This is an optimization exercise on Yosys and OpenROAD, whose aim is small area and a short achievable clock period, not a production implementation.
In this exercise RTL edits were held to simulation tests only and were not proved equivalent to the original.
Power is estimated from default activity; no workload was simulated.

===== flow/run.sh =====
#!/bin/bash
# synth_recipe.tcl (not shown) runs the flow's synth.tcl, then flattens the netlist and writes it again
# the make line also repeats each setting of config.mk as NAME=value (left out here)
make -C /OpenROAD-flow-scripts/flow DESIGN_CONFIG=/design/flow/config.mk WORK_HOME=/design/flow/orfs CLKGATE_MAP_FILE= SYNTH_SCRIPT=/design/flow/synth_recipe.tcl finish

===== flow/config.mk =====
export PLATFORM = sky130hd
export DESIGN_NAME = riscv_core
export DESIGN_NICKNAME = riscv_core
export VERILOG_FILES = /design/flow/design.v
export SDC_FILE = /design/flow/constraint.sdc
export NUM_CORES = 4
export LEC_CHECK = 0
export CAP_MARGIN = 20
export CORE_MARGIN = 2
export CORE_UTILIZATION = 40
export PLACE_DENSITY = 0.6
export SLEW_MARGIN = 20

===== flow/constraint.sdc =====
create_clock -name core_clock -period 15.0 [get_ports {clk}]
set_input_delay 3.0000 -clock core_clock [delete_from_list [all_inputs] [get_ports {clk}]]
set_output_delay 3.0000 -clock core_clock [all_outputs]
set_load 0.01 [all_outputs]

===== flow/design.v =====
`timescale 1ns / 1ps
module instruction_memory(
    input [31:0] pc,
    input clk,
    input [31:0] imem_rdata0,
    input [31:0] imem_rdata1,
    output reg [31:0] instr,
    output reg compressed_or_not,
    input reset
    );
    always @(*) begin
        if (reset == 1) begin
            instr = 0;
            compressed_or_not = 0;
        end
        else begin
            if (pc[1] == 0) begin
                if (imem_rdata0[1:0] == 3) begin  
                    instr = imem_rdata0;
                    compressed_or_not = 0;
                end
                else begin  
                    instr = {{16{1'b0}}, imem_rdata0[15:0]};
                    compressed_or_not = 1;
                end
            end
            else begin
                if (imem_rdata0[17:16] == 3) begin  
                    instr = {imem_rdata1[15:0], imem_rdata0[31:16]};
                    compressed_or_not = 0;
                end
                else begin  
                    instr = {{16{1'b0}}, imem_rdata0[31:16]};
                    compressed_or_not = 1;
                end
            end
        end
    end
endmodule
`timescale 1ns / 1ps
module instruction_decoder(
    input [31:0] instr,
    input compressed_or_not,
    output reg [31:0] instr_o
    );
    parameter reg00 = 5'b00000; parameter reg01 = 5'b00001; parameter reg02 = 5'b00010; parameter reg03 = 5'b00011;
    parameter reg04 = 5'b00100; parameter reg05 = 5'b00101; parameter reg06 = 5'b00110; parameter reg07 = 5'b00111;
    parameter reg08 = 5'b01000; parameter reg09 = 5'b01001; parameter reg10 = 5'b01010; parameter reg11 = 5'b01011;
    parameter reg12 = 5'b01100; parameter reg13 = 5'b01101; parameter reg14 = 5'b01110; parameter reg15 = 5'b01111;
    parameter reg16 = 5'b10000; parameter reg17 = 5'b10001; parameter reg18 = 5'b10010; parameter reg19 = 5'b10011;
    parameter reg20 = 5'b10100; parameter reg21 = 5'b10101; parameter reg22 = 5'b10110; parameter reg23 = 5'b10111;
    parameter reg24 = 5'b11000; parameter reg25 = 5'b11001; parameter reg26 = 5'b11010; parameter reg27 = 5'b11011;
    parameter reg28 = 5'b11100; parameter reg29 = 5'b11101; parameter reg30 = 5'b11110; parameter reg31 = 5'b11111;
    parameter opb = 7'b1100011;  
    parameter ops = 7'b0100011;  
    parameter opl = 7'b0000011;  
    parameter opz = 7'b0110011;  
    parameter opi = 7'b0010011;  
    parameter jlr = 7'b1100111;  
    parameter jal = 7'b1101111;  
    parameter lui = 7'b0110111;  
    parameter aui = 7'b0010111;  
    always@(*)begin
        if (compressed_or_not == 0) begin  
            instr_o = instr;
        end
        else begin  
            instr_o = 1;
            case(instr[1:0])
                2'b00:begin  
                    case(instr[15:13])
                        3'b000: begin  
                            instr_o = {{{2'b00},{instr[12:5]},{2'b00}},{reg02},{3'b000},{{2'b01},{instr[4:2]}},{opi}};
                        end
                        3'b001: begin  
                        end
                        3'b010: begin  
                            instr_o = {{{5'b00000},{instr[12:10],instr[6:5]},{2'b00}},{{2'b01},{instr[9:7]}},{3'b010},{{2'b01},{instr[4:2]}},{opl}};
                        end
                        3'b011: begin  
                        end
                        3'b101: begin  
                        end
                        3'b110: begin  
                            instr_o = {{{instr[12:10],instr[6:5]},{2'b00}},{{2'b01},{instr[4:2]}},{{2'b01},{instr[9:7]}},{3'b010},{5'b00000},{ops}};
                        end
                        3'b111: begin  
                        end
                    endcase
                end
                2'b01: begin  
                    case(instr[15:13])
                        3'b000:begin
                            case(instr[12:10])
                                3'b000: begin  
                                    instr_o = {{12'b000000000000},{reg00},{3'b000},{reg00},{7'b0000000}};
                                end
                                default: begin  
                                    instr_o = {{{6{instr[12]}},{instr[12]},{instr[6:2]}},{instr[11:7]},{3'b000},{instr[11:7]},{opi}};
                                end    
                            endcase 
                        end
                        3'b001:begin  
                            instr_o = {{{instr[12]},{instr[12:2]}},{8{instr[12]}},{reg01},{jal}};
                        end
                        3'b010:begin  
                            instr_o = {{{7{instr[12]}},{instr[6:2]}},{reg00},{3'b000},{instr[11:7]},{opi}};  
                        end
                        3'b011:begin  
                                    instr_o = {{{2'b00},{instr[12]},{instr[6:2]},{4'b0000}},{reg02},{3'b000},{reg02},{opi}};
                        end
                        3'b100:begin  
                            case(instr[11:10])
                                2'b00: begin  
                                    instr_o = {{6'b000000},{{instr[12]},{instr[6:2]}},{{2'b01},{instr[9:7]}},{3'b101},{{2'b01},{instr[9:7]}},{opi}};
                                end
                                2'b01: begin  
                                    instr_o = {{6'b010000},{{instr[12]},{instr[6:2]}},{{2'b01},{instr[9:7]}},{3'b101},{{2'b01},{instr[9:7]}},{opi}};
                                end
                                2'b01: begin  
                                    instr_o = {{6'b000000},{{instr[12]},{instr[6:2]}},{{2'b01},{instr[9:7]}},{3'b111},{{2'b01},{instr[9:7]}},{opi}};
                                end
                                2'b11: begin  
                                    case(instr[6:5])
                                        2'b00: begin  
                                            instr_o = {{7'b0100000},{{2'b01},{instr[4:2]}},{{2'b01},{instr[9:7]}},{3'b000},{{2'b01},{instr[9:7]}},{opz}};
                                        end                                         
                                        2'b01: begin  
                                            instr_o = {{7'b0000000},{{2'b01},{instr[4:2]}},{{2'b01},{instr[9:7]}},{3'b100},{{2'b01},{instr[9:7]}},{opz}};
                                        end                                         
                                        2'b10: begin  
                                            instr_o = {{7'b0000000},{{2'b01},{instr[4:2]}},{{2'b01},{instr[9:7]}},{3'b110},{{2'b01},{instr[9:7]}},{opz}};
                                        end                                         
                                        2'b11: begin  
                                            instr_o = {{7'b0000000},{{2'b01},{instr[4:2]}},{{2'b01},{instr[9:7]}},{3'b111},{{2'b01},{instr[9:7]}},{opz}}; 
                                        end
                                    endcase 
                                end
                           endcase
                        end
                        3'b101:begin  
                            instr_o = {{{instr[12]},{instr[12:2]}},{8{instr[12]}},{reg00},{jal}};
                        end
                        3'b110:begin  
                            instr_o = {{1'b0},{instr[6:2],{1'b0}},{{2'b01},{instr[9:7]}},{reg00},{3'b000},{{2'b01},{instr[12:10]}},{opb}};
                        end
                        3'b111:begin  
                            instr_o = {{1'b0},{instr[6:2],{1'b0}},{{2'b01},{instr[9:7]}},{reg00},{3'b001},{{2'b01},{instr[12:10]}},{opb}};
                        end
                    endcase
                end
                2'b10: begin
                    case(instr[15:13])
                        3'b000: begin  
                            instr_o = {{6'b000000},{{instr[12]},{instr[6:2]}},{instr[11:7]},{3'b001},{instr[11:7]},{opi}};
                        end
                        3'b001: begin  
                        end
                        3'b010: begin  
                            instr_o = {{4'b0000},{{instr[12]},{instr[6:2],{2'b00}}},{reg02},{3'b010},{instr[11:7]},{7'b0000011}};
                        end
                        3'b011: begin  
                        end
                        3'b100: begin  
                            case(instr[12])
                                0: begin
                                    if (instr[11:7] != 0 & instr[6:2] == 0) begin  
                                        instr_o = {{12'b000000000000},{instr[11:7]},{3'b000},{reg00},{jlr}};
                                    end
                                    else if(instr[11:7] != 0 & instr[6:2] != 0)begin  
                                        instr_o = {{7'b0000000},{instr[6:2]},{reg00},{3'b000},{{2'b01},{instr[9:7]}},{opz}};
                                    end
                                end
                                1: begin
                                    if (instr[11:7] == 0 & instr[6:2] == 0) begin  
                                    end
                                    else if(instr[11:7] != 0 & instr[6:2] == 0)begin  
                                        instr_o = {{12'b000000000000},{instr[11:7]},{3'b000},{reg01},{jlr}};
                                    end
                                    else if(instr[11:7] != 0 & instr[6:2] != 0)begin  
                                        instr_o = {{7'b0000000},{instr[6:2]},{instr[11:7]},{3'b000},{{instr[11:7]}},{opz}};
                                    end
                                end
                            endcase
                        end
                        3'b101: begin  
                        end
                        3'b110: begin  
                            instr_o = {{{4'b0000},{instr[12:7]},{2'b00}},{reg02},{3'b010},{instr[6:2]},{ops}};
                        end
                        3'b111: begin  
                        end
                    endcase
                end
            endcase
        end
    end
endmodule
`timescale 1ns / 1ps
module pc_adder(
    input [31:0] in_up,
    input [31:0] in_down,
    output reg [31:0] out,
    input reset,
    input compressed_or_not,
    input instruction_pointer
    );
    parameter [31:0] start_point = 32'h8000006c;
    always @ (*) begin  
        if (reset == 1) begin
            out = start_point;
        end
        else begin
            if (compressed_or_not == 0) begin
                out = in_up + in_down;
            end
            else begin
                out = in_up + 2;
            end
        end
    end
endmodule
`timescale 1ns / 1ps
module pc_adder_2(
    input [31:0] in_up,
    input [31:0] in_down,
    output reg [31:0] out,
    input reset
    );
    reg signed [31:0] srcA;
    reg signed [31:0] srcB;
    always @ (*) begin
        srcA = in_up;
        srcB = in_down;
        if (reset == 1) begin
            out = 0;
        end
        else begin
            out = srcA + srcB;
        end
    end
endmodule
`timescale 1ns / 1ps
module clk_pc_src_merge(
input clk,
input reset,
input [31:0] pc_1,
input [31:0] pc_2,
input [31:0] pc_3,
input [31:0] pc_4,
input [31:0] pc_5,
input StallF,
input jump,
input branch_o,branch_o_delay,
input zero,zero_delay,
input target_choose,
input branch_load_back,
output reg [31:0] pc_out
    );
    parameter [31:0] start_point = 32'h8000006c;
    always@(posedge clk) begin
        if (reset == 1) begin
            pc_out <= start_point;
        end
        else begin
            if (StallF == 1) begin
            end
            else begin
                if ((jump == 1 | (branch_o_delay == 1 & branch_load_back == 0)) & target_choose == 0)begin  
                    pc_out <= pc_2;  
                end
                else if (target_choose == 1 & jump ==1) begin
                    pc_out <= pc_2;
                end
                else if(target_choose == 1) begin
                    pc_out <= pc_3;
                end    
                else if(branch_load_back == 1 & zero == 0) begin
                    pc_out <= pc_4;
                end
                else if(branch_load_back == 1 & zero == 1) begin
                    pc_out <= pc_5;
                end
                else begin
                    pc_out <= pc_1;  
                end
            end
        end
    end
endmodule
`timescale 1ns / 1ps
module jump_branch(
    input zero,
    input branch,
    input jump,
    input branch_o_delayed,
    output pc_src,
    output pc_src_branch
    );
    assign pc_src = ((zero&branch_o_delayed)|jump);
    assign pc_src_branch = (branch | jump);
endmodule
`timescale 1ns / 1ps
module fetch_to_decode(
    input clk,
    input reset,
    input StallD,
    input FlushD,
    input [31:0] instr,
    input [31:0] pc_plus,
    input [31:0] pcf,
    output reg [31:0]instr_o,
    output reg [31:0]pc_plus_o,
    output reg [31:0]pcf_o
    );
    always@(posedge clk) begin
        if (reset == 1 | FlushD == 1) begin
            instr_o <= 0;
            pc_plus_o <= 0;
            pcf_o <= 0;
        end
        else begin
            if (StallD == 0) begin
                instr_o <= instr;
                pc_plus_o <= pc_plus;
                pcf_o <= pcf;
            end
            else begin
            end
        end
    end
endmodule
`timescale 1ns / 1ps
module register_file(
    input [4:0] a1,
    input [4:0] a2,
    input [4:0] a3,
    input [31:0] wd3,
    input reg_write,
    output reg [31:0] rd1,
    output reg [31:0] rd2,
    input reset,
    input clk
    );
    reg [31:0] mem [31:0];
    integer i;
    always @(*) begin
        if (reg_write == 1 && a3 != 0 && a3 == a1) rd1 = wd3;
        else rd1 = mem[a1];
        if (reg_write == 1 && a3 != 0 && a3 == a2) rd2 = wd3;
        else rd2 = mem[a2];
    end
    always @(posedge clk) begin
        if (reset == 1) begin
            for (i = 0; i < 32; i = i + 1) mem[i] <= 0;
        end
        else if (reg_write == 1 && a3 != 0) begin
            mem[a3] <= wd3;
        end
    end
endmodule
`timescale 1ns / 1ps
module extend(
    input [31:0] ex_in,
    input [2:0] imm_src,
    output reg [31:0] imm_ext
    );
    reg [31:0] holder0, holder1, holder2, holder3, holder4, holder5;
    always@(*) begin
        holder0 =  {{20{ex_in[31]}},ex_in[31:20]};
        holder1 =  {{18{ex_in[31]}},ex_in[31:25],ex_in[11:7],2'b00};
        holder2 =  {{20{ex_in[31]}},ex_in[7],ex_in[30:25],ex_in[11:8],1'b0}; 
        holder3 =  {{12{ex_in[31]}},ex_in[19:12],ex_in[20],ex_in[30:21],1'b0};; 
        holder4 =  {ex_in[31:12],{12{1'b0}}}; 
        holder5 =  {ex_in[20],ex_in[19:12],ex_in[11],ex_in[19:12],{11{1'b0}}}; 
        imm_ext = 0;
        case(imm_src)
            0: begin
                imm_ext = {{20{ex_in[31]}},ex_in[31:20]};  
            end
            1: begin
                imm_ext = {{18{ex_in[31]}},ex_in[31:25],ex_in[11:7],2'b00};
            end
            2: begin
                imm_ext = {{20{ex_in[31]}},ex_in[7],ex_in[30:25],ex_in[11:8],1'b0};  
            end
            3: begin
                imm_ext = {{12{ex_in[31]}},ex_in[19:12],ex_in[20],ex_in[30:21],1'b0};  
            end
            4: begin
                imm_ext = {ex_in[31:12],{12{1'b0}}};  
            end
            5: begin
                imm_ext = {ex_in[20],ex_in[19:12],ex_in[11],ex_in[19:12],{11{1'b0}}};  
            end
            6: begin
                imm_ext = {{12{ex_in[31]}},{ex_in[31:20]},{ex_in[11:7]},{ex_in[14:12]}};  
            end
        endcase
    end
endmodule
`timescale 1ns / 1ps
module control_unit(
    input [6:0] op,
    input [2:0] funct3,
    input funct7,
    input zero,
    output reg pc_src,  
    output reg [1:0] result_src,
    output reg [3:0] mem_write,
    output reg [6:0] alu_control,
    output reg alu_src,
    output reg [2:0] imm_src,
    output reg reg_write,
    output reg jump,
    output reg branch,
    output reg call_from_memory,
    input reset
    );
    always@(*)begin
        if (reset == 1) begin
            pc_src = 0;          
            result_src = 0; 
            mem_write = 0;  
            alu_control = 0;
            alu_src = 0;          
            imm_src = 0;    
            reg_write = 0;       
            jump = 0;             
            branch = 0;
            call_from_memory = 0;
        end
        else begin
        pc_src = 0;
        result_src = 0;
        mem_write = 0;
        alu_control = 0;
        alu_src = 0;
        imm_src = 0;
        reg_write = 0;
        jump = 0;
        branch = 0;
        call_from_memory = 0;
        case(op)
            7'b0000000: begin
                result_src = 0;
                alu_src = 0;
                alu_control = 0;
                reg_write = 0;
                imm_src = 0;
                pc_src = 0;
                mem_write = 0;
                jump = 0;
                branch = 0;
                call_from_memory = 0;
            end
            7'b0110111: begin  
                result_src = 0;
                alu_src = 1;
                alu_control = 16;
                reg_write = 1;
                imm_src = 4;
                pc_src = 0;
                mem_write = 0;
                jump = 0;
                branch = 0;
                call_from_memory = 0;
            end
            7'b0010111: begin  
                imm_src = 4;
                pc_src = 0;
                reg_write = 1;
                mem_write = 0;
                result_src = 3;
                alu_control = 0;  
                alu_src = 0;  
                jump = 0;
                branch = 0;
                call_from_memory = 0;
            end
            7'b1101111: begin  
                result_src = 2;
                imm_src = 3;
                pc_src = 1;  
                reg_write = 1;
                mem_write = 0;
                alu_control = 0;  
                alu_src = 0;  
                jump = 1;
                branch = 0;
                call_from_memory = 0;
            end
            7'b1100111: begin  
                case(funct3)
                    3'b000: begin
                        imm_src = 0; 
                        alu_src = 1;
                        alu_control = 0; 
                        result_src = 2;
                        pc_src = 1;
                        reg_write = 1;
                        jump = 1;
                        branch = 0;
                        call_from_memory = 0;
                    end
                endcase     
            end
            7'b1100011: begin  
                imm_src = 2;  
                reg_write = 1;
                alu_src = 0;
                mem_write = 0;
                result_src = 0;  
                jump = 0;
                branch = 1;
                call_from_memory = 0;
                case(funct3)
                    3'b000: begin  
                        alu_control = 10;
                    end
                    3'b001: begin  
                        alu_control = 11; 
                    end
                    3'b100: begin  
                        alu_control = 12;
                    end
                    3'b101: begin  
                        alu_control = 13; 
                    end
                    3'b110: begin  
                        alu_control = 14;
                    end
                    3'b111: begin  
                        alu_control = 15;
                    end
                endcase 
            end
            7'b0000011: begin  
                imm_src = 0;  
                reg_write = 1;
                alu_src = 1;
                result_src = 1;
                pc_src = 0;
                jump = 0;
                branch = 0;
                call_from_memory = 1;
                case(funct3)
                    3'b000: begin  
                        alu_control = 0;
                        mem_write = 6;
                    end
                    3'b001: begin  
                        alu_control = 0;
                        mem_write = 5;
                    end
                    3'b010: begin  
                        alu_control = 0;
                        mem_write = 4;
                    end
                    3'b100: begin  
                        alu_control = 0;
                        mem_write = 7;
                    end
                    3'b101: begin  
                        alu_control = 0;
                        mem_write = 8;
                    end
                endcase 
            end
            7'b0100011: begin  
                imm_src = 1;  
                reg_write = 0;
                alu_src = 1;
                result_src = 1;  
                pc_src = 0;
                alu_control = 0;
                jump = 0;
                branch = 0;
                call_from_memory = 0;
                case(funct3)
                    3'b000: begin  
                        mem_write = 3; 
                    end
                    3'b001: begin  
                        mem_write = 2;
                    end
                    3'b010: begin  
                        mem_write = 1;
                    end
                endcase 
            end
            7'b0010011: begin  
                reg_write = 1;
                imm_src = 0; 
                alu_src = 1;
                mem_write = 0;
                result_src = 0;
                pc_src = 0;
                jump = 0;
                branch = 0;
                call_from_memory = 0;
                case(funct3)
                    3'b000: begin  
                        alu_control = 0;
                    end
                    3'b010: begin  
                        alu_control = 5;
                    end
                    3'b011: begin  
                        alu_control = 7;
                    end
                    3'b100: begin  
                        alu_control = 4;
                    end
                    3'b110: begin  
                        alu_control = 3;
                    end
                    3'b111: begin  
                        alu_control = 2;
                    end
                    3'b001: begin  
                        alu_control = 6;
                    end
                    3'b101: begin  
                        case(funct7)
                        0: begin  
                            alu_control = 8;
                        end
                        1: begin  
                            alu_control = 9;
                        end
                        endcase
                    end
                endcase 
            end
            7'b0110011: begin   
                reg_write = 1;
                imm_src = 0;  
                alu_src = 0;
                mem_write = 0; 
                result_src = 0;
                pc_src = 0;
                jump = 0;
                branch = 0;
                call_from_memory = 0;
                case(funct3)
                    3'b000: begin  
                        case({op[5],funct7})
                            2'b00,2'b01,2'b10: begin  
                                alu_control = 0;
                            end
                            2'b11: begin  
                                alu_control = 1;
                            end
                        endcase
                    end
                    3'b001: begin  
                        alu_control = 6;
                    end
                    3'b010: begin  
                        alu_control = 5;
                    end
                    3'b011: begin  
                        alu_control = 7;
                    end
                    3'b100: begin  
                        alu_control = 4;
                    end
                    3'b101: begin  
                        case (funct7)
                        0: begin  
                            alu_control = 8;
                        end
                        1: begin  
                            alu_control = 9;    
                        end
                        endcase
                    end
                    3'b110: begin  
                        alu_control = 3;
                    end
                    3'b111: begin  
                        alu_control = 2;
                    end
                endcase 
            end
            7'b0000000: begin
                pc_src = 0;          
                result_src = 0; 
                mem_write = 0;  
                alu_control = 0;
                alu_src = 0;          
                imm_src = 0;    
                reg_write = 0;       
                jump = 0;             
                branch = 0;
                call_from_memory = 0;
            end
        endcase
    end  
    end
endmodule
`timescale 1ns / 1ps
module decode_to_execute(
    input clk,
    input reset,
    input FlushE,
    input reg_write,
    input [1:0] result_src,
    input [3:0] mem_write,
    input jump,
    input branch,
    input [6:0] alu_control,
    input alu_src,
    input [31:0] rd1,
    input [31:0] rd2,
    input [31:0] pc,
    input [4:0] rs1,
    input [4:0] rs2,
    input [4:0] rdD,
    input [31:0] imm_ext,
    input [31:0] pc_plus,
    input [31:0] pc_target_wire_pre,
    input target_choose,
    input call_from_memory,
    input StallE,
    output reg reg_write_o,
    output reg [1:0] result_src_o,
    output reg [3:0] mem_write_o,
    output reg jump_o,
    output reg branch_o,
    output reg [6:0] alu_control_o,
    output reg alu_src_o,
    output reg [31:0] rd1_o,
    output reg [31:0] rd2_o,
    output reg [31:0] pc_o,
    output reg [4:0] rs1_o,
    output reg [4:0] rs2_o,
    output reg [4:0] rdD_o,
    output reg [31:0] imm_ext_o,
    output reg [31:0] pc_plus_o,
    output reg [31:0] pc_target_wire,
    output reg target_choose_o,
    output reg call_from_memory_o
    );
    always@(posedge clk) begin
        if (reset == 1 | FlushE == 1) begin
            reg_write_o <= 0;
            result_src_o <= 0;
            mem_write_o <= 0;
            jump_o <= 0;
            branch_o <= 0;
            alu_control_o <= 0;
            alu_src_o <= 0;
            rd1_o <= 0;
            rd2_o <= 0;
            pc_o <= 0;
            rs1_o <= 0;
            rs2_o <= 0;
            rdD_o <= 0;
            imm_ext_o <= 0;
            pc_plus_o <= 0;
            pc_target_wire <= 0;
            target_choose_o <= 0;
            call_from_memory_o <= 0;
        end
        else begin
            if (StallE == 0) begin
                reg_write_o <= reg_write;
                result_src_o <= result_src;
                mem_write_o <= mem_write;
                jump_o <= jump;
                branch_o <= branch;
                alu_control_o <= alu_control;
                alu_src_o <= alu_src;
                rd1_o <= rd1;
                rd2_o <= rd2;
                pc_o <= pc;
                rs1_o <= rs1;
                rs2_o <= rs2;
                rdD_o <= rdD;
                imm_ext_o <= imm_ext;
                pc_plus_o <= pc_plus;
                pc_target_wire <= pc_target_wire_pre;
                target_choose_o <= target_choose;
                call_from_memory_o <= call_from_memory;
            end
        end
    end
endmodule
`timescale 1ns / 1ps
module two_bit_multiplexer(
    input [31:0]in_1,
    input [31:0]in_2,
    input [31:0]in_3,
    input [31:0]in_4,
    input [1:0] control,
    output reg [31:0]out,
    input reset
    );
    always@(*) begin
        if (reset == 1) begin
            out = 0;
        end
        else begin
            case(control)
                0: begin
                    out = in_1;
                end
                1: begin
                    out = in_2;
                end
                2: begin
                    out = in_3;
                end
                3: begin
                    out = in_4;
                end
            endcase
        end
    end
endmodule
`timescale 1ns / 1ps
module one_bit_multiplexer(
    input [31:0]in_up,
    input [31:0]in_down,
    input control,
    output reg [31:0]out
    );
    always@(*)begin
        case (control)
            0: begin
                out = in_up;
            end
            1: begin
                out = in_down;
            end
        endcase
    end
endmodule
`timescale 1ns / 1ps
module alu#(parameter N=32)(
    input [31:0] srcA_us,  
    input [31:0] srcB_us,  
    input [6:0] alu_control,
    input [6:0] alu_control_1,
    output reg [31:0] alu_result,
    output reg zero,
    input clk,
    input reset
    );
    wire [31:0] sum, sub;
    reg signed [31:0] srcA;
    reg signed [31:0] srcB;
    reg signed [31:0] takip;
    always@(*) begin
    srcA = srcA_us;
    srcB = srcB_us;
    zero = 0;
    alu_result = 0;
    if (reset == 1) begin
        zero = 0;
        alu_result = 0;
    end
    else begin
        srcA = srcA_us;
        srcB = srcB_us;
        case(alu_control)
            0:begin  
                alu_result = (srcA+srcB);
                zero = 0;
            end
            1:begin  
                    alu_result = (srcA-srcB);
                zero = 0;
            end
            2:begin  
                alu_result = srcA & srcB;
                zero = 0;
            end
            3:begin  
                alu_result = srcA | srcB;
                zero = 0;
            end
            4:begin  
                alu_result = srcA ^ srcB;
                zero = 0;
            end
            5:begin  
                zero = 0;
                if (srcA < srcB)begin
                    alu_result = 1;
                end
                else begin
                    alu_result = 0;
                end
            end
            6:begin  
                zero = 0;
                alu_result = srcA << srcB[4:0];
            end
            7:begin  
                zero = 0;
                if (srcA_us < srcB_us)begin
                    alu_result = 1;
                end
                else begin
                    alu_result = 0;
                end
            end
            8:begin  
                zero = 0;
                alu_result = srcA >> srcB[4:0];
            end
            9:begin  
                zero = 0;
                alu_result = srcA >>> srcB[4:0];
            end
            10:begin  
                if (srcA == srcB) begin
                    zero = 1;
                    alu_result = 1; 
                end
                else begin
                    zero = 0;
                    alu_result = 0;
                end
            end
            11:begin  
                if (srcA != srcB) begin
                    zero = 1;
                    alu_result = 1; 
                end
                else begin
                    zero = 0;
                    alu_result = 0;
                end
            end
            12:begin  
                if (srcA < srcB) begin
                    zero = 1; 
                    alu_result = 1;
                end
                else begin
                    zero = 0;
                    alu_result = 0;
                end
            end
            13:begin  
                if (srcA >= srcB) begin
                    zero = 1; 
                    alu_result = 1;
                end
                else begin
                    zero = 0;
                    alu_result = 0;
                end
            end
            14:begin  
                if (srcA_us < srcB_us) begin
                    zero = 1; 
                    alu_result = 1;
                end
                else begin
                    zero = 0;
                    alu_result = 0;
                end
            end
            15:begin  
                if (srcA_us >= srcB_us) begin
                    zero = 1; 
                    alu_result = 1;
                end
                else begin
                    zero = 0;
                    alu_result = 0;
                end
            end
            16:begin
                zero = 0;
                alu_result = srcB;
            end
            17:begin
            end
        endcase
    end  
    end
endmodule
`timescale 1ns / 1ps
module execute_to_memory(
    input clk,
    input reset,
    input reg_write,
    input [1:0] result_src,
    input [3:0] mem_write,
    input [31:0] alu_result,
    input [31:0] write_data,
    input [4:0] rdE,
    input [31:0] pc_plus,
    input [31:0] pc_target_wire,
    input target_choose,
    input StallM,
    input call_from_memory,
    output reg reg_write_o,
    output reg [1:0]  result_src_o,
    output reg [3:0]  mem_write_o,
    output reg [31:0] alu_result_o,
    output reg [31:0] write_data_o,
    output reg [4:0] rdE_o,
    output reg [31:0] pc_plus_o,
    output reg [31:0] pc_target_wire_o,
    output reg target_choose_o,
    output call_from_memory_o
    );
    always@(posedge clk) begin
        if (reset == 1) begin
            reg_write_o <= 0;
            result_src_o <= 0;
            mem_write_o <= 0;
            alu_result_o <= 0;
            write_data_o <= 0;
            rdE_o <= 0;
            pc_plus_o <= 0;
            pc_target_wire_o <= 0;
            target_choose_o <= 0;        
        end
        else begin
            if(StallM == 0)begin
                reg_write_o <= reg_write;
                result_src_o <= result_src;
                mem_write_o <= mem_write;
                alu_result_o <= alu_result;
                write_data_o <= write_data;
                rdE_o <= rdE;
                pc_plus_o <= pc_plus;
                pc_target_wire_o <= pc_target_wire;
                target_choose_o <= target_choose;
            end
        end
    end
endmodule
`timescale 1ns / 1ps
module load_unit(
    input [3:0] mem_write,
    input [31:0] addr,
    input [31:0] dmem_rdata,
    output reg [31:0] read_data
    );
    wire [15:0] half = addr[1] ? dmem_rdata[31:16] : dmem_rdata[15:0];
    reg [7:0] byte_sel;
    always @(*) begin
        case (addr[1:0])
            2'b00: byte_sel = dmem_rdata[7:0];
            2'b01: byte_sel = dmem_rdata[15:8];
            2'b10: byte_sel = dmem_rdata[23:16];
            default: byte_sel = dmem_rdata[31:24];
        endcase
        case (mem_write)
            4: read_data = dmem_rdata;
            5: read_data = {{16{half[15]}}, half};
            6: read_data = {{24{byte_sel[7]}}, byte_sel};
            7: read_data = {24'b0, byte_sel};
            8: read_data = {16'b0, half};
            default: read_data = addr;
        endcase
    end
endmodule
`timescale 1ns / 1ps
module memory_to_writeback(
    input clk,
    input reset,
    input reg_write,
    input [1:0] result_src,
    input [31:0] alu_result,
    input [31:0] read_data,
    input [4:0] rdM,
    input [31:0] pc_plus,
    input [31:0] pc_target_wire,
    output reg reg_write_o,
    output reg [1:0] result_src_o,
    output reg [31:0] alu_result_o,
    output reg [31:0] read_data_o,
    output reg [4:0] rdM_o,
    output reg [31:0] pc_plus_o,
    output reg [31:0] pc_target_wire_o
    );
    always@(posedge clk) begin
        if (reset == 1) begin
            reg_write_o <= 0;
            result_src_o <= 0;
            alu_result_o <= 0;
            read_data_o <= 0;
            rdM_o <= 0;
            pc_plus_o <= 0;
            pc_target_wire_o <= 0; 
        end
        else begin
            reg_write_o <= reg_write;
            result_src_o <= result_src;
            alu_result_o <= alu_result;
            read_data_o <= read_data;
            rdM_o <= rdM;
            pc_plus_o <=  pc_plus;
            pc_target_wire_o <= pc_target_wire;
        end
    end
endmodule
`timescale 1ns / 1ps
module hazard_unit(
    input clk,
    input reset,
    input [4:0] Rs1D,
    input [4:0] Rs2D,
    input [4:0] Rs2E,
    input [4:0] Rs1E,
    input PCSrcE,
    input [1:0] Result_SrcE,
    input [4:0] RdE,
    input [4:0] RdM,
    input [4:0] RdW,
    input RegWriteM,
    input RegWriteW,
    input [6:0] op,
    input branch_load_back,
    input branch_o,
    input miss,
    input call_from_memory,
    input call_from_memoryE,
    input call_from_memoryM,
    output reg [1:0] ForwardAE,
    output reg [1:0] ForwardBE,
    output reg StallF,
    output reg StallD,
    output reg StallE,
    output reg StallM,
    output reg FlushD,
    output reg FlushE
    );
    reg lwStall;
    reg [6:0] opD,opE,opM,opW;
    always@(posedge clk) begin
        opD <= op;
        opE <= op;
        opM <= opE;
        opW <= opM;
    end
    always@(*) begin
        if (reset == 1) begin
            ForwardAE   = 0;
            ForwardBE   = 0;
            lwStall     = 0;
            StallF      = 0;
            StallD      = 0;
            StallE      = 0;
            StallM      = 0;
            FlushD      = 0;
            FlushE      = 0;
        end
        else begin
            if (((Rs1E==RdM)&RegWriteM)&(Rs1E != 0)) begin
                ForwardAE = 2;
            end
            else if (((Rs1E==RdW)&RegWriteW)&(Rs1E != 0)) begin
                ForwardAE = 1;
            end
            else begin
                ForwardAE = 0;
            end
            if (((Rs2E==RdM)&RegWriteM)&(Rs2E != 0)) begin
                ForwardBE = 2;
            end
            else if (((Rs2E==RdW)&RegWriteW)&(Rs2E != 0)) begin
                ForwardBE = 1;
            end
            else begin
                ForwardBE <= 0;
            end
            lwStall = Result_SrcE&((Rs1D == RdE)|(Rs2D == RdE));
            StallF = lwStall | miss;
            StallD = lwStall | miss;
            StallE = miss ; 
            StallM = miss ; 
            FlushD = PCSrcE | branch_load_back ; 
            FlushE = lwStall | PCSrcE | branch_load_back;  
        end
    end
endmodule
`timescale 1ns / 1ps
module registerr(
    input reset,
    input clk,
    input in_1,
    input in_2,
    input in_3,
    input in_4,
    output reg out1,
    output reg out2,
    output reg out3,
    output reg out4
    );
    always @(posedge clk) begin
        if (reset == 1)begin
            out1 <= 0;
            out2 <= 0;
            out3 <= 0;
            out4 <= 0;
        end
        else begin
            out1 <= in_1;
            out2 <= in_2;
            out3 <= in_3;
            out4 <= in_4;
        end
    end
endmodule
`timescale 1ns / 1ps
module pc_register(
    input clk,
    input reset,
    input [31:0] PCPlus4,
    input [31:0] PCTarget,
    input branch_load_back,
    input compressed_or_not,
    output reg [31:0] PCE,
    output reg [31:0] PCTarE
    );
    reg [31:0] PCD,PCD1,PCD2,PCD3,PCTar,PCTar1,PCTar2,PCTar3;
    reg branch_holder;
    always @(posedge clk) begin
    if (reset) begin
        branch_holder <= 0;
        PCD <= 0;
        PCE <= 0;
        PCTar <= 0;
        PCTarE <= 0;
        end
    else begin
        branch_holder <= branch_load_back;
        if (branch_load_back == 0) begin
            if (branch_holder == 0) begin
               PCD <= PCPlus4;
               PCD1 <= PCD;
               PCD2 <= PCD1;
               PCD3 <= PCD2;
               PCE <= PCPlus4; 
               PCTar <= PCTarget;
               PCTar1 <= PCTar;
               PCTar2 <= PCTar1;
               PCTar3 <= PCTar2;
               PCTarE <= PCTarget;
            end
        end
    end
    end
endmodule
`timescale 1ns / 1ps
module branch_predictor_pc_based(
    input clk,
    input reset,
    input branch,
    input branch_delayed,
    input alu_branch,
    input [31:0] pc,
    input [31:0] pc_2,
    input branch_o_delayed,
    output reg branch_predict,
    output branch_load_back
    );
    parameter N = 256;
    reg [1:0] branch_mem [N:0];
    reg [1:0] branch_mem_2 [N:0];
    integer i;
    reg [7:0] global_history;
    reg [6:0]predict;
    reg bpredict;
    reg [6:0] any_holder;
    reg [6:0] any_holder2;
    reg [6:0] any_holder3;
    reg [6:0] any_holder4;
    reg predict_holder_gshare, predict_holder_bimodal;
    assign branch_load_back = (branch_o_delayed != alu_branch);
     always@(*) begin
        predict = 0;
        any_holder = pc[6:0];
        any_holder3 = pc[6:0] ^ global_history;
        if (reset == 1) begin
            branch_predict = 0;
            bpredict = 0;
        end
        else if (branch == 0)begin
            branch_predict = 0;
            bpredict = 0;
        end
        else begin
            predict = branch_mem_2[ pc[6:0] | global_history[6:0] ];
            any_holder = pc[6:0];
            any_holder3 = pc[6:0] ^ global_history;
            if (predict == 0 | predict == 1) begin
                bpredict = 0;
            end    
            else begin
                bpredict = 1;
            end
            if (branch_mem[pc[6:0]] == 0 | branch_mem[pc[6:0]] == 1) begin
                branch_predict = 0;
            end    
            else begin
                branch_predict = 1;
            end
        end
    end  
    reg [6:0] branch_holder;
    integer gshare=0,bimodal=0,m=0;
    always@(posedge clk) begin
        any_holder2 <= any_holder3;
        branch_holder <= pc[6:0];
        predict_holder_gshare <= bpredict;
        predict_holder_bimodal <= branch_predict;
        if (branch_delayed == 1)begin
            if (alu_branch == predict_holder_gshare)begin
                gshare = gshare +1;
            end
            if (alu_branch == predict_holder_bimodal) begin
                bimodal = bimodal + 1;
            end
            m = m + 1;
        end
        if (reset == 1) begin
            global_history <= 0;
            for (i=0;i<N+1;i=i+1) begin
                branch_mem[i] <= 1;
                branch_mem_2[i] <= 1;
            end
        end
        else begin
            if (branch_delayed == 1) begin
                global_history <= {global_history[6:0],predict_holder_gshare};
                if (alu_branch == 1) begin
                    case(branch_mem[branch_holder])
                        2'b00: begin
                             branch_mem[branch_holder] <= 2'b01;
                             end
                        2'b01: begin 
                             branch_mem[branch_holder] <= 2'b10;
                             end
                        2'b10: begin
                             branch_mem[branch_holder] <= 2'b11;
                             end
                        2'b11: begin
                             branch_mem[branch_holder] <= 2'b11;
                             end
                    endcase
                    case(branch_mem_2[any_holder2])
                        2'b00: begin
                             branch_mem_2[any_holder2] <= 2'b01;
                             end
                        2'b01: begin 
                             branch_mem_2[any_holder2] <= 2'b10;
                             end
                        2'b10: begin
                             branch_mem_2[any_holder2] <= 2'b11;
                             end
                        2'b11: begin
                             branch_mem_2[any_holder2] <= 2'b11;
                             end
                    endcase
                end
                else begin
                      case(branch_mem[branch_holder])
                        2'b00: begin 
                            branch_mem[branch_holder] <= 2'b00;
                            end
                        2'b01: begin 
                            branch_mem[branch_holder] <= 2'b00;
                            end
                        2'b10: begin 
                            branch_mem[branch_holder] <= 2'b01;
                            end
                        2'b11: begin 
                            branch_mem[branch_holder] <= 2'b10; 
                            end
                    endcase
                    case(branch_mem_2[any_holder2])
                        2'b00: begin 
                            branch_mem_2[any_holder2] <= 2'b00;
                            end
                        2'b01: begin 
                            branch_mem_2[any_holder2] <= 2'b00;
                            end
                        2'b10: begin 
                            branch_mem_2[any_holder2] <= 2'b01;
                            end
                        2'b11: begin 
                            branch_mem_2[any_holder2] <= 2'b10; 
                            end
                    endcase
                end  
            end
            else begin
            end
        end
    end
endmodule
`timescale 1ns / 1ps
module riscv_core(
    input clk,
    input reset,
    output [31:0] imem_addr,
    input [31:0] imem_rdata0,
    input [31:0] imem_rdata1,
    output [31:0] dmem_addr,
    output [31:0] dmem_wdata,
    output [3:0] dmem_op,
    input [31:0] dmem_rdata,
    output wb_en,
    output [4:0] wb_rd,
    output [31:0] wb_data
    );
    wire [31:0] SrcA,SrcB;
    wire [31:0] pc_wire;
    wire [31:0] pc_next_wire,pc_next_wire2;
    wire [31:0] instr_wire;
    wire [31:0] rd1_wire;
    wire [31:0] Alu_Carry;
    wire [31:0] srcb_wire;
    wire [31:0] rd2_wire;
    wire [31:0] imm_ext_wire;
    wire [31:0] alu_result_wire;
    wire [31:0] read_data_wire;
    wire [31:0] result_wire;
    wire [31:0] pc_plus_wire;
    wire [31:0] pc_target_wire, pc_target_wire_pre;
    wire zero;
    wire reg_write_wire;
    wire [2:0] imm_src_wire;
    wire alu_src_wire;
    wire [6:0] alu_control_wire;
    wire [3:0] mem_write_wire;
    wire [1:0] result_src_wire;
    wire  pc_src_wire;
    wire [31:0] pc_plus_adder = 4;
    wire [31:0] PCF, PCD, PCE;
    wire [31:0] InstrF;  
    wire [4:0] Rs1E,Rs2E;  
    wire [4:0] RdE,RdM,RdW;  
    wire [31:0] ImmExtE;  
    wire [31:0] PcPlus4F, PcPlus4D, PcPlusE, PcPlusM, PcPlusW;  
    wire [31:0] RD1E,RD2E;  
    wire [31:0] WriteDataE,WriteDataM;
    wire [31:0] AluResultM, AluResultW;  
    wire [31:0] ReadDataW;  
    wire RegWriteE, RegWriteM, RegWriteW;  
    wire JumpD, JumpE, BranchD, BranchE;
    wire [3:0] MemWriteE, MemWriteM;  
    wire [1:0] Result_SrcE, Result_SrcM, Result_SrcW;  
    wire Alu_SrcE;
    wire [31:0] pc_targetM, pc_targetW;
    wire [1:0] ForwardBE, ForwardAE;
    wire StallF,StallD,StallE,StallM,FlushD,FlushE;
    wire target_choose,target_chooseE,target_chooseM;
    wire branch_o;
    wire [31:0] pc_wire_pre;
    wire branch_o_delay, branch_delayed;
    wire branch_load_back, branch_load_back_delayed;
    wire [31:0] pc_holder_for_branch_load_back, PCTar_reg_delay, PCPlus_reg_delay;
    wire pc_src_branch, zero_delay;
    wire compressed_or_not;
    wire [31:0] instruction_carry,instruction_carry_2;
    wire call_from_memory_wire, call_from_memory_wireE, call_from_memory_wireM;
    wire miss_wire;
    wire [31:0] cache_data_wire;
    wire [31:0] mainmem_result_wire;
    wire save_to_cache_wire;
    jump_branch jbra (.jump(JumpE),.branch(branch_o),.zero(zero),.pc_src(pc_src_wire),.branch_o_delayed(branch_o_delay),.pc_src_branch(pc_src_branch));
    clk_pc_src_merge pc_src_all (.reset(reset),.clk(clk),.StallF(StallF),.pc_1(PcPlus4F),.pc_2(pc_target_wire),.pc_3(alu_result_wire),.pc_4(PCPlus_reg_delay),
                                 .pc_5(PCTar_reg_delay),.jump(JumpE),.branch_o(branch_o),.branch_o_delay(branch_o_delay),.target_choose(target_chooseE),.zero(zero),
                                 .zero_delay(zero_delay),.branch_load_back(branch_load_back),.pc_out(pc_wire));
    instruction_memory in_mem (.clk(clk),.reset(reset),.pc(pc_wire),.imem_rdata0(imem_rdata0),.imem_rdata1(imem_rdata1),.instr(instruction_carry),.compressed_or_not(compressed_or_not));
    instruction_decoder in_dec (.instr(instruction_carry),.compressed_or_not(compressed_or_not),.instr_o(InstrF));
    pc_adder pc_add_1 (.reset(reset),.in_up(pc_wire),.in_down(pc_plus_adder),.out(PcPlus4F),.compressed_or_not(compressed_or_not));
    fetch_to_decode f2d (.StallD(StallD),.FlushD(FlushD),.clk(clk),.reset(reset),.instr(InstrF),.instr_o(instr_wire),
                         .pc_plus(PcPlus4F),.pc_plus_o(PcPlus4D),.pcf(pc_wire),.pcf_o(PCD));
    register_file reg_file (.clk(clk),.reset(reset),.a1(instr_wire[19:15]),.a2(instr_wire[24:20]),.a3(RdW),
                            .wd3(result_wire),.reg_write(RegWriteW),.rd1(rd1_wire),.rd2(rd2_wire));
    extend ext (.ex_in(instr_wire),.imm_src(imm_src_wire),.imm_ext(imm_ext_wire));
    control_unit c_unit (.reset(reset),.jump(JumpD),.branch(BranchD),.op(instr_wire[6:0]),.funct3(instr_wire[14:12]),.funct7(instr_wire[30]),
                        .zero(zero),.pc_src(target_choose),.result_src(result_src_wire),
                        .mem_write(mem_write_wire),.alu_control(alu_control_wire),.alu_src(alu_src_wire),
                        .imm_src(imm_src_wire),.reg_write(reg_write_wire),.call_from_memory(call_from_memory_wire));
    pc_adder_2 pc_add_2 (.reset(reset),.in_up(PCD),.in_down(imm_ext_wire),.out(pc_target_wire_pre));
    decode_to_execute d2e (.StallE(StallE),.FlushE(FlushE),.clk(clk),.reset(reset),.reg_write(reg_write_wire),.result_src(result_src_wire),.mem_write(mem_write_wire),.jump(JumpD),.branch(BranchD),
                            .alu_control(alu_control_wire),.alu_src(alu_src_wire),.rd1(rd1_wire),.rd2(rd2_wire),.pc(PCD),.rs1(instr_wire[19:15]),
                            .rs2(instr_wire[24:20]),.rdD(instr_wire[11:7]),.imm_ext(imm_ext_wire),.pc_plus(PcPlus4D),.pc_target_wire_pre(pc_target_wire_pre),.target_choose(target_choose),
                            .call_from_memory(call_from_memory_wire),
                            .reg_write_o(RegWriteE),.result_src_o(Result_SrcE),.mem_write_o(MemWriteE),.jump_o(JumpE),.branch_o(BranchE),
                            .alu_control_o(Alu_Carry[6:0]),.alu_src_o(Alu_SrcE),.rd1_o(RD1E),.rd2_o(RD2E),.pc_o(PCE),.rs1_o(Rs1E),
                            .rs2_o(Rs2E),.rdD_o(RdE),.imm_ext_o(ImmExtE),.pc_plus_o(PcPlusE),.pc_target_wire(pc_target_wire),.target_choose_o(target_chooseE),
                            .call_from_memory_o(call_from_memory_wireE));
    two_bit_multiplexer srca (.reset(reset),.in_1(RD1E),.in_2(result_wire),.in_3(AluResultM),.in_4(32'd0),.control(ForwardAE),.out(SrcA));
    two_bit_multiplexer w_data_e (.reset(reset),.in_1(RD2E),.in_2(result_wire),.in_3(AluResultM),.in_4(32'd0),.control(ForwardBE),.out(WriteDataE));
    one_bit_multiplexer alu_src_mult (.in_up(WriteDataE),.in_down(ImmExtE),.control(Alu_SrcE),.out(srcb_wire));
    alu alu1 (.reset(reset),.clk(clk),.srcA_us(SrcA),.srcB_us(srcb_wire),.alu_control(Alu_Carry[6:0]),
              .alu_control_1(alu_control_wire),.zero(zero),.alu_result(alu_result_wire));
    execute_to_memory e2m (.StallM(StallM),.clk(clk),.reset(reset),.reg_write(RegWriteE),.result_src(Result_SrcE),.mem_write(MemWriteE),.call_from_memory(call_from_memory_wireE),
                            .alu_result(alu_result_wire),.write_data(WriteDataE),.rdE(RdE),.pc_plus(PcPlusE),.pc_target_wire(pc_target_wire),.target_choose(target_chooseE),
                            .reg_write_o(RegWriteM),.result_src_o(Result_SrcM),.mem_write_o(MemWriteM),.call_from_memory_o(call_from_memory_wireM),
                            .alu_result_o(AluResultM),.write_data_o(WriteDataM),.rdE_o(RdM),.pc_plus_o(PcPlusM),.pc_target_wire_o(pc_targetM),.target_choose_o(target_chooseM));
    assign miss_wire = 1'b0;
    load_unit ld_unit (.mem_write(MemWriteM),.addr(AluResultM),.dmem_rdata(dmem_rdata),.read_data(read_data_wire));
    memory_to_writeback m2w (.clk(clk),.reset(reset),.reg_write(RegWriteM),.result_src(Result_SrcM),.alu_result(AluResultM),
                             .read_data(read_data_wire),.rdM(RdM),.pc_plus(PcPlusM),.pc_target_wire(pc_targetM),
                             .reg_write_o(RegWriteW),.result_src_o(Result_SrcW),.alu_result_o(AluResultW),
                             .read_data_o(ReadDataW),.rdM_o(RdW),.pc_plus_o(PcPlusW),.pc_target_wire_o(pc_targetW));
    two_bit_multiplexer result_src_mult (.reset(reset),.in_1(AluResultW),.in_2(ReadDataW),.in_3(PcPlusW),.in_4(pc_targetW),.control(Result_SrcW),.out(result_wire));
    hazard_unit hunit (.clk(clk),.reset(reset),.op(instr_wire[6:0]),.branch_load_back(branch_load_back),.miss(miss_wire),
                       .StallF(StallF),.StallD(StallD),.StallE(StallE),.StallM(StallM),.FlushD(FlushD),.Rs1D(instr_wire[19:15]),.Rs2D(instr_wire[24:20]),.FlushE(FlushE),.RdE(RdE),.Rs2E(Rs2E),
                       .Rs1E(Rs1E),.PCSrcE(pc_src_wire),.ForwardAE(ForwardAE),.ForwardBE(ForwardBE),.call_from_memory(call_from_memory_wire),.call_from_memoryE(call_from_memory_wireE),.call_from_memoryM(call_from_memory_wireM),
                       .Result_SrcE(Result_SrcE),.RdM(RdM),.RegWriteM(RegWriteM),.RdW(RdW),.RegWriteW(RegWriteW),.branch_o(branch_o));
    registerr regreg (.reset(reset),.clk(clk),.in_1(branch_o),.in_2(BranchD),.in_3(branch_load_back),.in_4(zero),.out1(branch_o_delay),.out2(branch_delayed),.out3(branch_load_back_delayed),.out4(zero_delay));
    pc_register pc_reg (.clk(clk),.reset(reset),.PCPlus4(PcPlus4D),.PCTarget(pc_target_wire_pre),.PCE(PCPlus_reg_delay),.PCTarE(PCTar_reg_delay),.branch_load_back(branch_load_back),.compressed_or_not(compressed_or_not));
    branch_predictor_pc_based bra_pre_pc_base (.clk(clk),.reset(reset),.branch(BranchD),.alu_branch(zero),.pc(PCD),.pc_2(pc_wire)
                                              ,.branch_delayed(branch_delayed),.branch_o_delayed(branch_o_delay),.branch_load_back(branch_load_back),.branch_predict(branch_o));
    assign imem_addr = pc_wire;
    assign dmem_addr = AluResultM;
    assign dmem_wdata = WriteDataM;
    assign dmem_op = MemWriteM;
    assign wb_en = RegWriteW;
    assign wb_rd = RdW;
    assign wb_data = result_wire;
endmodule

==> PnR_summary.wiki <==
{| class="wikitable"
! Metric !! Value
|-
| Total vias in the final route || 79876
|-
| Number of flops mapped to enable cells by yosys || 1280
|-
| Antenna violations before repair || 17
|-
| Total routing resource utilization after global routing || 0.305
|-
| First-pass GRT wire length || 575000 um
|-
| Fmax || 93.2 MHz
|-
| Power per cell area || 112 nW/um^2
|-
| Peak supply drop || 128 uV
|-
| Fin Setup TNS || 0 ns
|-
| Final-report hold violation count || 0
|-
| Time the final worst path needs with I/O delays and setup || 10.73 ns
|-
| Via count of the first global-routing pass || 77721
|-
| Post-Place Cell Area || 109000 um^2
|-
| Clock-pin slew of the registers on the worst-case setup and hold paths || 0.07 ns
|-
| Final net count || 9183
|-
| DRC marker count from the first detailed-route iteration || 10992
|-
| Ys Warns || 20
|-
| Leakage component of the power || 38.3 nW
|-
| Total core area || 257000 um^2
|-
| Cell types with the largest area share after synthesis || sky130_fd_sc_hd__edfxtp_1, sky130_fd_sc_hd__mux4_2, sky130_fd_sc_hd__dfxtp_1
|-
| Hold-fix buffers at CTS || 0
|-
| Slowest stage delay, CP || 0.84 ns
|-
| Distinct cell type count of the synthesized netlist || 100
|-
| Deepest level of the CTS H-tree || 4
|-
| Post-Route WL || 409000 um
|-
| Max Slew Vio Count || 0
|-
| Outcome || complete, no violations
|-
| Ports || 236
|-
| Number of setup violations in the final report || 0
|-
| Std-Cell Rows || 186
|-
| WP data arrival || 11.52 ns
|-
| Standard cell with the maximum stage delay on the critical path || sky130_fd_sc_hd__nor4_1
|-
| Post-CTS Setup Repair Bufs || 0
|-
| Flip-flop count of the largest register after layout || 1024
|-
| Clock Tree Buf Depth || 3
|-
| Worst-Skew Late Latency || 0.89 ns
|-
| Detailed-route DRC error count || 0
|-
| Post-CTS resize count || 0
|-
| Setup Crit Path Kind || in2reg
|-
| Root buffer cell || sky130_fd_sc_hd__clkbuf_16
|-
| Crit end category || flop
|-
| Remaining global-route overflow || 0
|-
| Skew final || 0.0575 ns
|-
| Least-Margin Pin Slew || 1.22 ns
|-
| Crit-path most repeated cell || sky130_fd_sc_hd__buf_4
|-
| Die outline width || 512 um
|-
| Startpoint type of the worst setup path || input port
|-
| Sink Count || 1954
|-
| Largest registers || reg_file.mem x1024, bra_pre_pc_base.branch_mem x256
|-
| Critical path fanouts, max || 40
|-
| Endpoint required time on the critical path || 15.79 ns
|-
| DIE AREA || 262000 um^2
|-
| Unrepaired setup endpoints after global routing || false
|-
| Maximum number of pins on one net before global-route repair || 160
|-
| Share of the synthesized area in the top cell type || 0.372
|-
| Synth async-reset ratio || 0
|-
| Via-per-instance ratio || 6.39
|-
| Dominant cell type by area after synthesis || sky130_fd_sc_hd__edfxtp_1
|-
| Register bank with the most flops || reg_file.mem
|-
| Post-synthesis instance total || 9057
|-
| Final non-filler cell area || 116000 um^2
|-
| Yosys reg bits || 1954
|-
| Fraction of the cycle the final worst path needs || 0.716
|-
| Most common flop cell mapped by yosys || sky130_fd_sc_hd__edfxtp_1
|-
| Post-synth design cell area || 103000 um^2
|-
| TritonCTS clock tree || done
|-
| DP Wirelength || 269000 um
|-
| Effective utilization at floorplan || 0.402
|-
| Proportion of layout cells with a drive suffix above 1 || 0.177
|-
| Port bufs || 219
|-
| Per-instance average area after synthesis || 11.4 um^2
|-
| Share of the yosys chip area belonging to registers || 0.503
|-
| Remaining antenna violation count || 0
|-
| Detail-routed net length per standard cell || 32.7 um
|-
| Max-cap violations || 0
|-
| Die extent in y || 512 um
|-
| 1st-pass router iterations || 6
|-
| Max_slew headroom || 0.189
|-
| Synthesis-to-finish area growth || 12.0%
|-
| Classification of the worst-slack hold path || reg2reg
|-
| Cts bufs inserted || 206
|-
| Global placement routability congestion || 0.996
|}
## worst max-delay path, delay by kind of cell
| family | cells | cell delay (ns) |
|---|---|---|
| adder cells (fa/ha/maj) | 2 | 0.93 |
| multiplexers | 1 | 0.56 |
| AO/OA/AOI/OAI | 6 | 1.40 |
| buffers and inverters | 6 | 1.85 |
| AND/OR/NAND/NOR | 11 | 3.65 |
## cell usage in the layout (no fill, tap or decap), types with 52 or more instances in the layout
| cell type | instances |
|---|---|
| sky130_fd_sc_hd__a211oi_1 | 209 |
| sky130_fd_sc_hd__a21oi_1 | 403 |
| sky130_fd_sc_hd__a22oi_1 | 52 |
| sky130_fd_sc_hd__a31oi_1 | 59 |
| sky130_fd_sc_hd__and3_1 | 87 |
| sky130_fd_sc_hd__buf_4 | 274 |
| sky130_fd_sc_hd__clkbuf_1 | 58 |
| sky130_fd_sc_hd__clkbuf_16 | 209 |
| sky130_fd_sc_hd__clkdlybuf4s50_1 | 218 |
| sky130_fd_sc_hd__dfxtp_1 | 659 |
| sky130_fd_sc_hd__edfxtp_1 | 1280 |
| sky130_fd_sc_hd__ha_1 | 135 |
| sky130_fd_sc_hd__inv_1 | 168 |
| sky130_fd_sc_hd__mux2i_1 | 132 |
| sky130_fd_sc_hd__mux4_2 | 810 |
| sky130_fd_sc_hd__nand2_1 | 792 |
| sky130_fd_sc_hd__nand2_2 | 70 |
| sky130_fd_sc_hd__nand3_1 | 138 |
| sky130_fd_sc_hd__nor2_1 | 1603 |
| sky130_fd_sc_hd__nor2b_1 | 278 |
| sky130_fd_sc_hd__nor3_1 | 140 |
| sky130_fd_sc_hd__o21ai_0 | 312 |
| sky130_fd_sc_hd__xnor2_1 | 83 |
## through the flow
step | std cells | util | worst slack, ns | hold slack (ns) | power, W
after floorplan | 9088 | - | 6.09 | 0.355 | 0.00719
after global placement | 12120 | 0.424 | 3.35 | 0.425 | 0.00793
after detailed placement | 12121 | 0.424 | 3.30 | 0.420 | 0.00795
after CTS | 12499 | 0.450 | 4.22 | 0.432 | 0.0130
after global routing | 12500 | 0.450 | 4.06 | 0.445 | 0.0133
final | 12508 | 0.450 | 4.27 | 0.431 | 0.0130
## Yosys cell counts, types with 15 or more instances
cell / instances
sky130_fd_sc_hd__nand2_1: 861
sky130_fd_sc_hd__or3_1: 25
sky130_fd_sc_hd__buf_1: 116
sky130_fd_sc_hd__mux4_2: 810
sky130_fd_sc_hd__mux2i_1: 132
sky130_fd_sc_hd__clkbuf_1: 633
sky130_fd_sc_hd__and2_1: 18
sky130_fd_sc_hd__inv_1: 169
sky130_fd_sc_hd__a31oi_1: 59
sky130_fd_sc_hd__nor2_1: 1609
sky130_fd_sc_hd__a21oi_1: 405
sky130_fd_sc_hd__o211ai_1: 41
sky130_fd_sc_hd__or2_2: 21
sky130_fd_sc_hd__xnor2_1: 83
sky130_fd_sc_hd__o21bai_1: 16
sky130_fd_sc_hd__buf_4: 15
sky130_fd_sc_hd__nor3_1: 144
sky130_fd_sc_hd__a221oi_1: 41
sky130_fd_sc_hd__nand3_1: 142
sky130_fd_sc_hd__edfxtp_1: 1280
sky130_fd_sc_hd__nand4_1: 21
sky130_fd_sc_hd__ha_1: 137
sky130_fd_sc_hd__buf_2: 74
sky130_fd_sc_hd__o21a_1: 22
sky130_fd_sc_hd__nor3b_1: 16
sky130_fd_sc_hd__mux2_2: 20
sky130_fd_sc_hd__nor4_1: 17
sky130_fd_sc_hd__nand2b_1: 27
sky130_fd_sc_hd__and3_1: 89
sky130_fd_sc_hd__dfxtp_1: 674
sky130_fd_sc_hd__o221ai_1: 45
sky130_fd_sc_hd__xor2_1: 35
sky130_fd_sc_hd__a311oi_1: 33
sky130_fd_sc_hd__a22o_1: 23
sky130_fd_sc_hd__a21o_1: 37
sky130_fd_sc_hd__o22ai_1: 36
sky130_fd_sc_hd__o21ai_0: 314
sky130_fd_sc_hd__a22oi_1: 52
sky130_fd_sc_hd__a211oi_1: 211
sky130_fd_sc_hd__o31ai_1: 17
sky130_fd_sc_hd__nor2b_1: 279
## cell families (layout without fill, tap and decap cells)
| kind of cell | count (synthesis) | in the layout | synth area share |
|---|---|---|---|
| compound gates | 1538 | 1538 | 0.0987 |
| buf+inv | 1024 | 1051 | 0.0396 |
| simple gates | 3317 | 3317 | 0.139 |
| mux | 963 | 963 | 0.192 |
| xor+xnor | 118 | 118 | 0.0100 |
| fa+ha+maj | 142 | 142 | 0.0174 |
| other cells | 1 | 41 | 0.0000363 |
| flops | 1954 | 1954 | 0.503 |
## routing by layer
layer,vias to the layer above,GRT usage,wire length [um]
met5,-,0,72
met4,10,0.149,22900
li1,33322,-,-
met1,40319,0.390,151000
met3,1011,0.0709,45500
met2,5214,0.485,189000
## area by class of cell
cell class	instances	area [um^2]
clock buffers	283	5670
well taps	3384	4230
clock inverters	95	950
fillers	23366	141000
flip-flops and latches	1954	52000
multi-input cells	6110	47800
diodes	9	22.5
repair buffers	499	4360
inverters	174	662
## worst paths after layout
path,startpoint,to,slack [ns],depth (start not counted)
max reg2reg,m2w.result_src_o[0],pc_reg.PCTarE[2],5.87,23
min reg2reg,e2m.pc_target_wire_o[23],m2w.pc_target_wire_o[23],0.43,1
max,reset,pc_reg.PCTarE[2],4.27,26
min,e2m.pc_target_wire_o[23],m2w.pc_target_wire_o[23],0.43,1
## power by group
part,switching [W],internal [W],total [W]
combinational,0.00113,0.000673,0.00180
clock,0.00223,0.00284,0.00508
sequential,0.000182,0.00591,0.00609
total,0.00354,0.00942,0.0130

static timing again, ports no longer ideal:
No port has a modelled driver above. Below, the same layout with a new extraction and two added sets of constraints.
Step 1, drivers: a clkbuf_16 drives clk and a buf_2 each remaining input, both assumed.
Step 2, shift: input delay + t, output delay - t, t = (earliest + latest rising clock arrival at the registers) / 2. This alone moves slack from input paths to output paths.
a / b / c = no drivers / after step 1 / after step 2; a / b = the first two.
t, ns: 0.950
setup slack, ns: 4.265 / 4.300 / 3.351
latest minus earliest clock arrival (ns): 0.059 / 0.059
After both steps this run still meets setup and hold. The setup slack of this run moves by +0.035 ns with the drivers and by -0.914 ns with both steps.
